Source: an optimization exercise on an open RTL-to-GDS flow (aim: small area). Production flows keep margins and buffers that such runs may drop.
The RTL was checked by simulation tests, not by an equivalence proof against the original design.
In every run shown here, the design's own scripts or RTL, not TritonCTS, make the clock network.
The flow treats the clock pin as an ideal source. Dropping or thinning the clock tree relies on that and would not hold on a real chip.
Power is estimated from default activity; no workload was simulated.

==> design/flow/design.v <==
`timescale 1ns / 1ps
module metro_istasyonu #(
    parameter [31:0] HALF_PERIOD = 32'd1000,
    parameter SCAN_BIT = 6
)(
    input clk,
    input rst,
    input switch_yon,
    input [5:0] switch_first,
    output dp,
    output [6:0] sseg,
    output [3:0] an,
    output [5:0] leds
    );
    assign dp = 1'b1;
    wire rst_d;
    reg load_d;                  
    reg z;                       
    reg [5:0] sc;
    reg [1:0] dig;
    wire sc_z = ~|sc[4:0];
    wire sc_fb = sc[5] ^ sc[4] ^ sc_z;
    wire dig_step = sc[5] & sc_z;           
    reg [10:0] dv;
    localparam [10:0] DV_RST  = 11'b10110010011;
    localparam [10:0] DV_TICK = 11'b00011001101;    
    localparam [10:0] DV_LOOP = 11'b10010011011;    
    localparam [10:0] DV_PRE  = 11'b10001100110;    
    wire tick = (dv == DV_TICK);
    wire ptick = (dv == DV_PRE);
    assign rst_d = (dv == DV_RST);
    wire [10:0] dv_nx = {dv[9:0], dv[10] ^ dv[8]};
    reg [4:0] sec;       
    reg [5:0] s;         
    reg [5:0] st;        
    reg yon;
    reg [1:0] ra;        
    reg [1:0] rb;        
    wire run = z;
    wire onehot = (st == 6'b000001) | (st == 6'b000010) | (st == 6'b000100) |
                  (st == 6'b001000) | (st == 6'b010000) | (st == 6'b100000);
    wire valid = run & onehot;
    wire [1:0] pa = ra + dig;
    reg [1:0] pb;
    always @* begin
        case ({rb, dig})
            4'b00_00: pb = 2'd0;
            4'b00_01: pb = 2'd2;
            4'b00_10: pb = 2'd1;
            4'b00_11: pb = 2'd0;
            4'b10_00: pb = 2'd2;
            4'b10_01: pb = 2'd1;
            4'b10_10: pb = 2'd0;
            4'b10_11: pb = 2'd2;
            4'b01_00: pb = 2'd1;
            4'b01_01: pb = 2'd0;
            4'b01_10: pb = 2'd2;
            4'b01_11: pb = 2'd1;
            default: pb = 2'd0;
        endcase
    end
    wire [6:0] rom;
    reg [6:0] r0;
    always @* case ({pb, pa})
        4'b0000: r0 = ~7'b0001000;
        4'b0001: r0 = ~7'b1111111;
        4'b0010: r0 = ~7'b0001001;
        4'b0011: r0 = ~7'b1111111;
        4'b1000: r0 = ~7'b1100000;
        4'b1001: r0 = ~7'b0001001;
        4'b1010: r0 = ~7'b1111111;
        4'b1011: r0 = ~7'b0001000;
        4'b0100: r0 = ~7'b1111111;
        4'b0101: r0 = ~7'b1111001;
        4'b0110: r0 = ~7'b0001000;
        4'b0111: r0 = ~7'b1111111;
        default: r0 = 7'b0000000;
    endcase
    reg [6:0] r1;
    always @* case ({pb, pa})
        4'b0000: r1 = ~7'b1100000;
        4'b0001: r1 = ~7'b0110001;
        4'b0010: r1 = ~7'b1100000;
        4'b0011: r1 = ~7'b0110001;
        4'b1000: r1 = ~7'b0110000;
        4'b1001: r1 = ~7'b0001000;
        4'b1010: r1 = ~7'b0110000;
        4'b1011: r1 = ~7'b0001000;
        4'b0100: r1 = ~7'b1001000;
        4'b0101: r1 = ~7'b1111111;
        4'b0110: r1 = ~7'b1001000;
        4'b0111: r1 = ~7'b1111111;
        default: r1 = 7'b0000000;
    endcase
    reg [6:0] r2;
    always @* case ({pb, pa})
        4'b0000: r2 = ~7'b0100100;
        4'b0001: r2 = ~7'b0001001;
        4'b0010: r2 = ~7'b0001000;
        4'b0011: r2 = ~7'b1111010;
        4'b1000: r2 = ~7'b1111111;
        4'b1001: r2 = ~7'b0011000;
        4'b1010: r2 = ~7'b1000001;
        4'b1011: r2 = ~7'b1110001;
        4'b0100: r2 = ~7'b0000001;
        4'b0101: r2 = ~7'b0100100;
        4'b0110: r2 = ~7'b0000001;
        4'b0111: r2 = ~7'b1111111;
        default: r2 = 7'b0000000;
    endcase
    reg [6:0] r3;
    always @* case ({pb, pa})
        4'b0000: r3 = ~7'b0100001;
        4'b0001: r3 = ~7'b0001000;
        4'b0010: r3 = ~7'b0100001;
        4'b0011: r3 = ~7'b0001000;
        4'b1000: r3 = ~7'b1000011;
        4'b1001: r3 = ~7'b0001000;
        4'b1010: r3 = ~7'b1000011;
        4'b1011: r3 = ~7'b0001000;
        4'b0100: r3 = ~7'b1111010;
        4'b0101: r3 = ~7'b1111111;
        4'b0110: r3 = ~7'b1111010;
        4'b0111: r3 = ~7'b1111111;
        default: r3 = 7'b0000000;
    endcase
    reg [6:0] r4;
    always @* case ({pb, pa})
        4'b0000: r4 = ~7'b1000100;
        4'b0001: r4 = ~7'b1000010;
        4'b0010: r4 = ~7'b1100000;
        4'b0011: r4 = ~7'b1111111;
        4'b1000: r4 = ~7'b1000100;
        4'b1001: r4 = ~7'b1000010;
        4'b1010: r4 = ~7'b1100000;
        4'b1011: r4 = ~7'b1111111;
        4'b0100: r4 = ~7'b1000100;
        4'b0101: r4 = ~7'b1000010;
        4'b0110: r4 = ~7'b1100000;
        4'b0111: r4 = ~7'b1111111;
        default: r4 = 7'b0000000;
    endcase
    reg [6:0] r5;
    always @* case ({pb, pa})
        4'b0000: r5 = ~7'b1110000;
        4'b0001: r5 = ~7'b0001001;
        4'b0010: r5 = ~7'b0001001;
        4'b0011: r5 = ~7'b1111111;
        4'b1000: r5 = ~7'b1110000;
        4'b1001: r5 = ~7'b0001001;
        4'b1010: r5 = ~7'b0001001;
        4'b1011: r5 = ~7'b1111111;
        4'b0100: r5 = ~7'b1110000;
        4'b0101: r5 = ~7'b0001001;
        4'b0110: r5 = ~7'b0001001;
        4'b0111: r5 = ~7'b1111111;
        default: r5 = 7'b0000000;
    endcase
    assign rom = ~(({7{st[0]}} & r0) | ({7{st[1]}} & r1) | ({7{st[2]}} & r2) | ({7{st[3]}} & r3) | ({7{st[4]}} & r4) | ({7{st[5]}} & r5)) | {7{~valid}};
    wire load = load_d;
    wire newst = load & (|s);
    wire [5:0] dk = load ? s : (run ? st : 6'd0);
    wire nz = |dk;
    wire wrap = nz & (sec == 5'd23);
    wire roll = (sec != 5'd0) & (sec != 5'd23);
    wire yon_l = yon;
    wire yon_n = (dk == 6'b100000) ? 1'b1 : (dk == 6'b000001) ? 1'b0 : yon_l;
    wire [1:0] ra_l = load ? 2'd0 : ra;
    wire [1:0] rb_l = load ? 2'd0 : rb;
    reg [4:0] sec_n;
    reg [5:0] st_n;
    always @* begin
        sec_n = sec;
        st_n = st;
        if (tick) begin
            if (newst) st_n = s;
            if (nz) sec_n = wrap ? 5'd0 : sec + 1'b1;
            if (wrap) st_n = yon_n ? {1'b0, dk[5:1]} : {dk[4:0], 1'b0};
        end
    end
    always @(posedge clk) begin
        load_d <= ~rst & ptick & (switch_first != s);
        if (ptick & (switch_first != s)) yon <= switch_yon;
        if (rst) begin
            z <= 1'b0;
            sc <= 6'b100000;
            dig <= 2'd3;
            dv <= DV_RST;
            sec <= 5'd0;
            s <= 6'd0;
        end else begin
            sc <= {sc[4:0], sc_fb};
            if (dig_step) dig <= dig + 1'b1;
            dv <= tick ? DV_LOOP : dv_nx;
            sec <= sec_n;
            if (ptick) s <= switch_first;
            if (tick) z <= |s;
        end
        st <= st_n;
        if (tick) begin
            ra <= ra_l;
            rb <= rb_l;
            if (roll) begin
                ra <= ra_l + 1'b1;
                rb <= (rb_l == 2'd0) ? 2'd2 : (rb_l == 2'd2) ? 2'd1 : 2'd0;
            end
            if (wrap) begin
                ra <= 2'd0;
                rb <= 2'd0;
                yon <= yon_n;
            end
        end
    end
    wire disp = ~rst_d & ~(sec[4] & sec[2]);           
    assign sseg = disp ? rom : 7'b1111111;
    assign an = rst_d ? 4'b0000 : ~sec[4] | ~sec[2] ? ~(4'b0001 << dig) : 4'b1111;
    assign leds = (sec_n != 5'd0 && sec_n <= 5'd20) ? st_n : 6'd0;
endmodule
==> design/flow/flow/run.sh <==
#!/bin/bash
# Own layout flow: the standard flow (standard.sh, ORFS), run with a copy
# of ORFS's scripts in which three things differ:
#  1. Synthesis runs the standard synthesis script unchanged, but ABC's area
#     script is replaced by a deeper area-oriented one (&deepsyn), so only
#     the combinational mapping differs; registers keep their names and cells.
#     Adders are left to ABC too (no ADDER_MAP_FILE), instead of being mapped
#     to half- and full-adder cells before it.
#  2. Ports are buffered with sky130_fd_sc_hd__buf_1 instead of the default
#     delay-buffer cell.
#  3. The clock tree is three clkbuf_8 buffers driven from the clock port, each
#     driving the registers of one placement cluster (manual_cts.tcl), in
#     place of TritonCTS's five-buffer H-tree with dummy loads.
# Each step's full output goes to a log file of its own in this folder.
set -euo pipefail
here=$(pwd)
rm -rf "$here/scripts_mod"
cp -r "$FLOW_HOME/scripts" "$here/scripts_mod"
cp "$here/flow/abc_deep.script" "$here/scripts_mod/abc_area.script"
cp "$here/flow/manual_cts.tcl" "$here/scripts_mod/manual_cts.tcl"
sed -i 's|^log_cmd clock_tree_synthesis {\*}$cts_args$|source $::env(SCRIPTS_DIR)/manual_cts.tcl\nmanual_cts 3 sky130_fd_sc_hd__clkbuf_8|' "$here/scripts_mod/cts.tcl"
grep -q "manual_cts 3" "$here/scripts_mod/cts.tcl"
export SCRIPTS_DIR="$here/scripts_mod"
export BUFFER_PORTS_ARGS="-buffer_cell sky130_fd_sc_hd__buf_1"
ADDER_MAP_FILE= bash standard.sh synth > "$here/log_synth.txt" 2>&1
bash standard.sh > "$here/log_layout.txt" 2>&1
ls -l out/final.def
==> design/flow/flow/abc_deep.script <==
&get -n
&st
&deepsyn -T 60
&nf -R 1000
&put
==> design/flow/flow/manual_cts.tcl <==
# Clock tree of a few buffers driven straight from the clock port: the
# registers are split into groups by position (k-means), and each group is
# driven by one clock buffer placed at its centre.
proc manual_cts { nbuf cell } {
  set block [ord::get_db_block]
  set clknet [[$block findBTerm clk] getNet]
  set master [[ord::get_db] findMaster $cell]
  set sinks {}
  foreach it [$clknet getITerms] {
    set inst [$it getInst]
    set bb [$inst getBBox]
    lappend sinks [list $it [expr ([$bb xMin]+[$bb xMax])/2.0] [expr ([$bb yMin]+[$bb yMax])/2.0]]
  }
  set sinks [lsort -real -index 1 $sinks]
  set n [llength $sinks]
  # initial centres: spread along x
  set cx {}; set cy {}
  for {set k 0} {$k < $nbuf} {incr k} {
    set s [lindex $sinks [expr int(($k + 0.5) * $n / $nbuf)]]
    lappend cx [lindex $s 1]; lappend cy [lindex $s 2]
  }
  for {set iter 0} {$iter < 30} {incr iter} {
    set assign {}
    foreach s $sinks {
      set best 0; set bd 1e30
      for {set k 0} {$k < $nbuf} {incr k} {
        set d [expr abs([lindex $s 1]-[lindex $cx $k]) + abs([lindex $s 2]-[lindex $cy $k])]
        if {$d < $bd} { set bd $d; set best $k }
      }
      lappend assign $best
    }
    set ncx {}; set ncy {}
    for {set k 0} {$k < $nbuf} {incr k} {
      set sx 0; set sy 0; set c 0
      foreach s $sinks a $assign { if {$a == $k} { set sx [expr $sx+[lindex $s 1]]; set sy [expr $sy+[lindex $s 2]]; incr c } }
      if {$c > 0} { lappend ncx [expr $sx/$c]; lappend ncy [expr $sy/$c] } else { lappend ncx [lindex $cx $k]; lappend ncy [lindex $cy $k] }
    }
    set cx $ncx; set cy $ncy
  }
  for {set k 0} {$k < $nbuf} {incr k} {
    set inst [odb::dbInst_create $block $master "clkbuf_m_$k"]
    set net [odb::dbNet_create $block "clknet_m_$k"]
    $net setSigType CLOCK
    [$inst findITerm A] connect $clknet
    [$inst findITerm X] connect $net
    $inst setLocation [expr int([lindex $cx $k])] [expr int([lindex $cy $k])]
    $inst setPlacementStatus PLACED
    foreach s $sinks a $assign { if {$a == $k} { set it [lindex $s 0]; $it disconnect; $it connect $net } }
  }
  set_propagated_clock [all_clocks]
}
==> design/flow/standard.sh <==
#!/bin/bash
# synth_recipe.tcl (not shown) runs the flow's synth.tcl, then flattens the netlist and writes it again
# the make line also repeats each setting of config.mk as NAME=value (left out here)
make -C /OpenROAD-flow-scripts/flow DESIGN_CONFIG=/design/flow/config.mk WORK_HOME=/design/flow/orfs CLKGATE_MAP_FILE= SYNTH_SCRIPT=/design/flow/synth_recipe.tcl "${@:-finish}"
==> design/flow/config.mk <==
export PLATFORM = sky130hd
export DESIGN_NAME = metro_istasyonu
export DESIGN_NICKNAME = metro_istasyonu
export VERILOG_FILES = /design/flow/design.v
export SDC_FILE = /design/flow/constraint.sdc
export NUM_CORES = 4
export LEC_CHECK = 0
export ABC_AREA = 1
export CAP_MARGIN = 20
export CORE_MARGIN = 2
export CORE_UTILIZATION = 70
export SLEW_MARGIN = 20
==> design/flow/constraint.sdc <==
create_clock -name core_clock -period 10.0 [get_ports {clk}]
set_input_delay 2.0000 -clock core_clock [delete_from_list [all_inputs] [get_ports {clk}]]
set_output_delay 2.0000 -clock core_clock [all_outputs]
set_load 0.01 [all_outputs]
==> qor.yml, run 1 <==
status:
  status: "finished clean"
timing:
  fin_crit_sh_pct: 52.9
  fmax_mhz: 189
  grt_setup_unrepaired: "false"
  max_slew.worst_pin.slew_ns: 1.02
  slew_headroom_pct: 31.4
  hold_viol_final: 0
  setup_viol: 0
  holdWs_ns: 0.469
  slew_violations: 0
  clock_skew_ns: 0.0318
  finalSetupTns_ns: 0
  fin_crit_ns: 5.29
drt:
  drc: 0
  wl_per_cell_um: 14.5
  ant_nets: 0
  vias: 2168
  dr.pass1.iters: 7
  routed_wl_um: 4970
  route.detailed.vias_per_inst: 6.32
  dr.first_iter.drc_count: 270
pwr:
  p_int_w: 0.000224
  power.density_mw_per_mm2: 120
  report.power.total_w: 0.000298
  clkPwrFrac_pct: 22.4
  seqPwrFrac_pct: 62.1
  combPwrFrac_pct: 15.5
  netSwitchingPower_w: 0.0000740
  ir_drop_uv: 116
  swShare_pct: 24.8
  p_leak_nw: 0.860
clock_tree:
  cts_hold_buf: 0
  post_cts_buffers: 0
  clkTransAtPathRegs_ns: 0.10
  cts_resized: 0
  clock_latency_ns: 0.16
floorplanning:
  start_util_pct: 74.3
  die_w_um: 61.1
  dieArea_mm2: 0.00374
  ios: 27
  core_mm2: 0.00308
  num_rows: 20
  chipHeight_um: 61.1
critical_path:
  cpMaxStageDelayCell: "dfxtp_1"
  critPathTopFamily: "simple AND/OR/NAND/NOR gates"
  cp-start-kind: "register"
  timing_worst_setup_path_type: "register to primary output"
  end_kind: "primary output"
  crit_chain: "nor2_1 -> a22oi_1 -> nand2b_1 -> o22a_1 -> and2_0 -> clkinv_1 -> nor3b_1 -> a22oi_1 -> o221ai_1 -> nor2b_1 -> buf_1"
  crit_buf_inv: 2
  crit_required_ns: 8.00
  worstPathArrival_ns: 3.29
  crit_fanout: 14
  cpPeakStageDelay_ns: 0.67
  crit_top_cell: "a22oi_1"
synthesis:
  ys_ff_latch: 43
  post_synth_num_cell_types: 50
  syn_area_per_cell_um2: 8.44
  synth-edff-count: 4
  ys_async_sr_fraction_pct: 0
  synth_flop_cell: "dfxtp_1"
  yosys_warnings: 1
  syn_area_mm2: 0.00229
  seq_area_frac_synth_pct: 39.4
  syn-instance-count: 271
  syn_nets: 280
run:
  cap_violations: 0
cells_and_area:
  drive_gt1_share_pct: 1.34
  final_core_util_pct: 80.4
  diodes: 0
  final_net_count: 310
  fin_cells: 343
  area_delta_synth_final_pct: 8.32
global_route:
  use_met1_pct: 38.0
  grt_use_met2_pct: 47.3
  grt_pass1_wl_um: 8080
  grt_util_all_layers_pct: 27.6
  use_met3_pct: 2.73
  grt_max_degree: 28
  overflow: 0
  busiest_layer: "met2"
  antenna_found_initial: 0
  grt_pass1_vias: 1835
placement:
  port_buffers: 25
  dp_hpwl_um: 3660
  gp_congestion: 1.05
  placed_cells: 340
min_path:
  min_path_type: "register to register"
## worst paths after layout
kind,start,slack [ns],to,depth (start not counted)
min,sc[3],0.47,sc[4],1
max reg2reg,load_d,7.08,st[4],9
min reg2reg,sc[3],0.47,sc[4],1
max,load_d,4.71,leds[4],11
## cell type report
class / count / area (µm²)
Timing Repair Buffer: 26 / 101
Sequential cell: 43 / 901
Multi-Input combinational cell: 211 / 1320
Buffer: 3 / 41.3
Tap cell: 44 / 55.1
Fill cell: 230 / 602
Inverter: 16 / 60.1
## power groups by stage
stage / Sequential (W) / Combinational (W) / Clock (W)
6_report: 0.000185 / 0.0000461 / 0.0000669
5_1_grt: 0.000186 / 0.0000516 / 0.0000733
4_1_cts: 0.000185 / 0.0000452 / 0.0000673
3_5_place_dp: 0.000189 / 0.0000447 / 0
3_3_place_gp: 0.000189 / 0.0000438 / 0
2_1_floorplan: 0.000187 / 0.0000336 / 0
## sequential cells by signal, indices dropped and copies added (netlist names)
name and count:
ra 2, z 1, dig 2, sec 5
sc 6, yon 1, dv 11, s 6
rb 2, load_d 1, st 6
## worst reg2reg max path: stages (launching register included)
cell      delay, ns
dfxtp_1        0.67
nor2_1         0.13
a22oi_1        0.23
nand2b_1       0.20
o22a_1         0.21
and2_0         0.25
clkinv_1       0.12
nor3b_1        0.63
a22oi_1        0.21
o221ai_1       0.14
## Yosys cell counts (5+ instances only)
master    count  share of area (%)
a22o_1        7                2.7
xor2_1        7                2.7
a21oi_1      18                3.9
nor2_1       30                4.9
nand2_1      17                2.8
xnor2_1       5                1.9
o21ai_0      18                3.9
dfxtp_1      39                 34
clkinv_1     16                2.6
nor3_1        9                2.0
a22oi_1       5                1.6
nor2b_1      18                4.9
## kinds of logic after synthesis
kind of cell    count (synthesis)  synth area share (%)
simple gates                  109                  25.5
buf+inv                        17                  2.96
xor+xnor                       12                  4.60
other cells                     1                 0.164
flops                          43                  39.4
compound gates                 83                  24.6
mux                             6                  2.74
## layout by cell type, fill, tap and decap left out, types with 5 or more instances in the layout
| cell type | n |
|---|---|
| dfxtp_1 | 39 |
| nor2_1 | 30 |
| buf_1 | 25 |
| a21oi_1 | 18 |
| o21ai_0 | 18 |
| nor2b_1 | 18 |
| nand2_1 | 17 |
| clkinv_1 | 16 |
| nor3_1 | 9 |
| xor2_1 | 7 |
| a22o_1 | 7 |
| a22oi_1 | 5 |
| xnor2_1 | 5 |
## metal layers
metal	part of all wire [%]	vias to the layer above	routed length [µm]
li1	-	1054	-
met1	44	1009	2180
met2	48	101	2360
met3	7.5	4	373
met4	0.89	0	44
met5	0	-	0
## through the flow
step           setup slack (ns)  instance area, µm²
3_3_place_gp               5.11                2430
6_report                   4.71                2480
5_1_grt                    4.39                2480
3_5_place_dp               4.97                2430
2_1_floorplan              5.41                2290
4_1_cts                    4.75                2480
==> inputs of run 2 (changes only) <==
--- a/design/flow/flow/run.sh
+++ b/design/flow/flow/run.sh
@@ -8,7 +8,7 @@
 #     to half- and full-adder cells before it.
 #  2. Ports are buffered with sky130_fd_sc_hd__buf_1 instead of the default
 #     delay-buffer cell.
-#  3. The clock tree is three clkbuf_8 buffers driven from the clock port, each
+#  3. The clock tree is three buf_6 buffers driven from the clock port, each
 #     driving the registers of one placement cluster (manual_cts.tcl), in
 #     place of TritonCTS's five-buffer H-tree with dummy loads.
 # Each step's full output goes to a log file of its own in this folder.
@@ -18,7 +18,7 @@
 cp -r "$FLOW_HOME/scripts" "$here/scripts_mod"
 cp "$here/flow/abc_deep.script" "$here/scripts_mod/abc_area.script"
 cp "$here/flow/manual_cts.tcl" "$here/scripts_mod/manual_cts.tcl"
-sed -i 's|^log_cmd clock_tree_synthesis {\*}$cts_args$|source $::env(SCRIPTS_DIR)/manual_cts.tcl\nmanual_cts 3 sky130_fd_sc_hd__clkbuf_8|' "$here/scripts_mod/cts.tcl"
+sed -i 's|^log_cmd clock_tree_synthesis {\*}$cts_args$|source $::env(SCRIPTS_DIR)/manual_cts.tcl\nmanual_cts 3 sky130_fd_sc_hd__buf_6|' "$here/scripts_mod/cts.tcl"
 grep -q "manual_cts 3" "$here/scripts_mod/cts.tcl"
 export SCRIPTS_DIR="$here/scripts_mod"
 export BUFFER_PORTS_ARGS="-buffer_cell sky130_fd_sc_hd__buf_1"
==> run 2 against run 1 <==
Net effect:
- final area decreased by 0.30%
- combinational power about the same
- utilization decreased by 0.24 points
- first-iteration DRC count decreased by 11%
- largest cell class unchanged
==> qor.yml, run 2 <==
status:
  status: "finished clean"  # unchanged
synthesis:
  synth_compound_area_share_pct: 24.6  # unchanged
  post_synth_num_cell_types: 50  # unchanged
  yosysTopAreaCell: "dfxtp_1"  # unchanged
  synth-edff-count: 4  # unchanged
  ys_async_sr_fraction_pct: 0  # unchanged
  synth_top_cell_area_share_pct: 34.2  # unchanged
  yosys_warnings: 1  # unchanged
  synth_commonest_cells: "dfxtp_1 (39), nor2_1 (30), a21oi_1 (18), nor2b_1 (18), o21ai_0 (18)"  # unchanged
  syn-instance-count: 271  # unchanged
  synthSimpleGateAreaFrac_pct: 25.5  # unchanged
  ys_ff_latch: 43  # unchanged
  synth.area.top_cells: "dfxtp_1 (34%), edfxtp_1 (5.3%), nor2_1 (4.9%), nor2b_1 (4.9%), a21oi_1 (3.9%)"  # unchanged
  syn_area_per_cell_um2: 8.44  # unchanged
  syn_nets: 280  # unchanged
  synth.most_common_cell: "dfxtp_1"  # unchanged
  syn_area_mm2: 0.00229  # unchanged
  seq_area_frac_synth_pct: 39.4  # unchanged
  synth-xor-area-share_pct: 4.60  # unchanged
  synth_flop_cell: "dfxtp_1"  # unchanged
  synthMuxAreaShare_pct: 2.74  # unchanged
  synthAdderAreaFrac_pct: 0  # unchanged
  synth_top_family_by_area: "simple AND/OR/NAND/NOR gates"  # unchanged
clock_tree:
  post_cts_buffers: 0  # unchanged
  clkTransAtPathRegs_ns: 0.11  # was 0.10 ns
  cts_resized: 0  # unchanged
  clock_latency_ns: 0.14  # was 0.16 ns
  cts_hold_buf: 0  # unchanged
cells_and_area:
  regMostFlops: "dv"  # unchanged
  diodes: 0  # unchanged
  drive_gt1_share_pct: 1.34  # unchanged
  largest_register_ffs: 11  # unchanged
  final_net_count: 310  # unchanged
  final_cell_mix: "dfxtp_1 (39), nor2_1 (30), buf_1 (25)"  # unchanged
  area_delta_synth_final_pct: 7.99  # was 8.32%
  final_common_cell: "dfxtp_1"  # unchanged
critical_path:
  r2r_start: "load_d"  # unchanged
  cp-start-kind: "register"  # unchanged
  worstPathArrival_ns: 3.24  # was 3.29 ns
  crit_fanout: 14  # unchanged
  end_kind: "primary output"  # unchanged
  cpMaxStageDelayCell: "dfxtp_1"  # unchanged
  crit_chain: "nor2_1 -> a22oi_1 -> nand2b_1 -> o22a_1 -> and2_0 -> clkinv_1 -> nor3b_1 -> a22oi_1 -> o221ai_1 -> nor2b_1 -> buf_1"  # unchanged
  cpPeakStageDelay_ns: 0.67  # about the same
  r2r_slack_ns: 7.11  # was 7.08 ns
  reg2regPathDepth: 9  # unchanged
  crit_top_cell: "a22oi_1"  # unchanged
  reg2reg_to: "st[4]"  # unchanged
  timing_worst_setup_path_type: "register to primary output"  # unchanged
  crit_required_ns: 8.00  # about the same
timing:
  hold_viol_final: 0  # unchanged
  fin_crit_sh_pct: 52.4  # was 52.9%
  max_slew.worst_pin.slew_ns: 1.01  # was 1.02 ns
  fin_crit_ns: 5.24  # was 5.29 ns
  fmax_mhz: 191  # was 189 MHz
  setup_ws_ns: 4.76  # was 4.71 ns
  slew_violations: 0  # unchanged
  grt_setup_unrepaired: "false"  # unchanged
  clock_skew_ns: 0.0356  # was 0.0318 ns
  slew_headroom_pct: 31.7  # was 31.4%
  finalSetupTns_ns: 0  # unchanged
  setup_viol: 0  # unchanged
placement:
  port_buffers: 25  # unchanged
  post-place-ws_ns: 4.97  # unchanged
  gp_congestion: 1.05  # unchanged
  dp_hpwl_um: 3660  # unchanged
floorplanning:
  dieArea_mm2: 0.00374  # unchanged
  num_rows: 20  # unchanged
  start_util_pct: 74.3  # unchanged
  die_w_um: 61.1  # unchanged
  core_mm2: 0.00308  # unchanged
  ios: 27  # unchanged
  chipHeight_um: 61.1  # unchanged
global_route:
  grt_util_all_layers_pct: 27.2  # was 27.6%
  grt_pass1_wl_um: 7990  # was 8080 µm
  grt_max_degree: 28  # unchanged
  antenna_found_initial: 0  # unchanged
  overflow: 0  # unchanged
  grt_pass1_vias: 1829  # was 1835
min_path:
  min_path_type: "register to register"  # unchanged
  holdPathStages: 1  # unchanged
  min_from: "sc[3]"  # unchanged
  min_to: "sc[4]"  # unchanged
drt:
  routed_wl_um: 4920  # was 4970 µm
  dr.pass1.iters: 5  # was 7
  drc: 0  # unchanged
  wl_per_cell_um: 14.4  # was 14.5 µm
  dr.first_iter.drc_count: 240  # was 270
  route.detailed.vias_per_inst: 6.32  # unchanged
  ant_nets: 0  # unchanged
  vias: 2168  # unchanged
pwr:
  power.density_mw_per_mm2: 119  # was 120 mW/mm²
  p_leak_nw: 0.857  # was 0.860 nW
  ir_drop_uv: 114  # was 116 µV
run:
  cap_violations: 0  # unchanged
-- run 2: cell counts after synthesis --
Identical to the previous run, type by type.
-- run 2: cell families after synthesis --
family,after synthesis
muxes,6
buffers and inverters,17
xor gates and xnor gates,12
and+or+nand+nor,109
other,1
AOI/OAI and AO/OA,83
DFF,43
-- run 2: power breakdown --
| group | total (W) | internal, W | leakage, nW | switching [W] |
|---|---|---|---|---|
| sequential | 0.000185 | 0.000179 | 0.355 | 0.00000589 |
| combinational | 0.0000460 | 0.0000173 | 0.484 | 0.0000287 |
| clock | 0.0000637 | 0.0000241 | 0.0182 | 0.0000396 |
-- run 2: through the flow --
stage	hold slack, ns	instance area (µm²)	cells	power, W	utilization (%)
2_1_floorplan	0.428	2290	271	0.000221	-
3_3_place_gp	0.450	2430	340	0.000232	79.1
3_5_place_dp	0.459	2430	340	0.000233	79.1
4_1_cts	0.472	2470	343	0.000294	80.2
5_1_grt	0.488	2470	343	0.000307	80.2
6_report	0.470	2470	343	0.000295	80.2
-- run 2: layout make-up --
class	instances	area [µm²]
well taps	44	55.1
plain buffers	3	33.8
multi-input cells	211	1320
fillers	232	609
flip-flops and latches	43	901
repair buffers	26	101
inverters	16	60.1
-- run 2: how the worst max path moves through the flow --
stage                       from  endpoint  slack (ns)
final                     load_d   leds[4]        4.76
after global routing      load_d   leds[4]        4.41
after CTS                 load_d   leds[4]        4.77
after detailed placement  load_d   leds[4]        4.97
after global placement    load_d   leds[4]        5.11
after floorplan           dig[0]   sseg[3]        5.41
-- run 2: critical path, delay by kind of cell, from the launching register on --
family          cells  cell delay, ns
compound gates      4            0.79
buf+inv             2            0.29
flops               1            0.67
simple gates        5            1.36
-- run 2: metal layers --
metal  vias up  GRT usage (%)  wire [µm]
li1       1056              -          -
met1      1010           37.6       2230
met2        90           47.1       2330
met3        12           2.31        295
met4         0           4.66         66
met5         -              0          0

## what the ideal ports hide
Ports are ideal in the flow. The routed layouts listed here were re-timed in OpenROAD.
Step 1 (the two cells are an assumption about what drives the block):
set clk [get_ports {clk}]
set_driving_cell -lib_cell sky130_fd_sc_hd__clkbuf_16 $clk
set_driving_cell -lib_cell sky130_fd_sc_hd__buf_2 [delete_from_list [all_inputs] $clk]
Step 2 moves the port delays by t, midway between the first and last clock arrival at a register: inputs arrive t later, outputs are due t later. That takes back most of the time a late clock gives input paths.
a / b / c = ideal ports / drivers / drivers and shift; a / b = the first two.
run	t (ns)	setup slack, ns	slew at the worst register clock pin (ns)
run 1	0.186	4.706 / 4.662 / 4.848	0.10 / 0.10
run 2	0.164	4.761 / 4.715 / 4.879	0.11 / 0.11
After both steps every run listed still meets setup and hold.
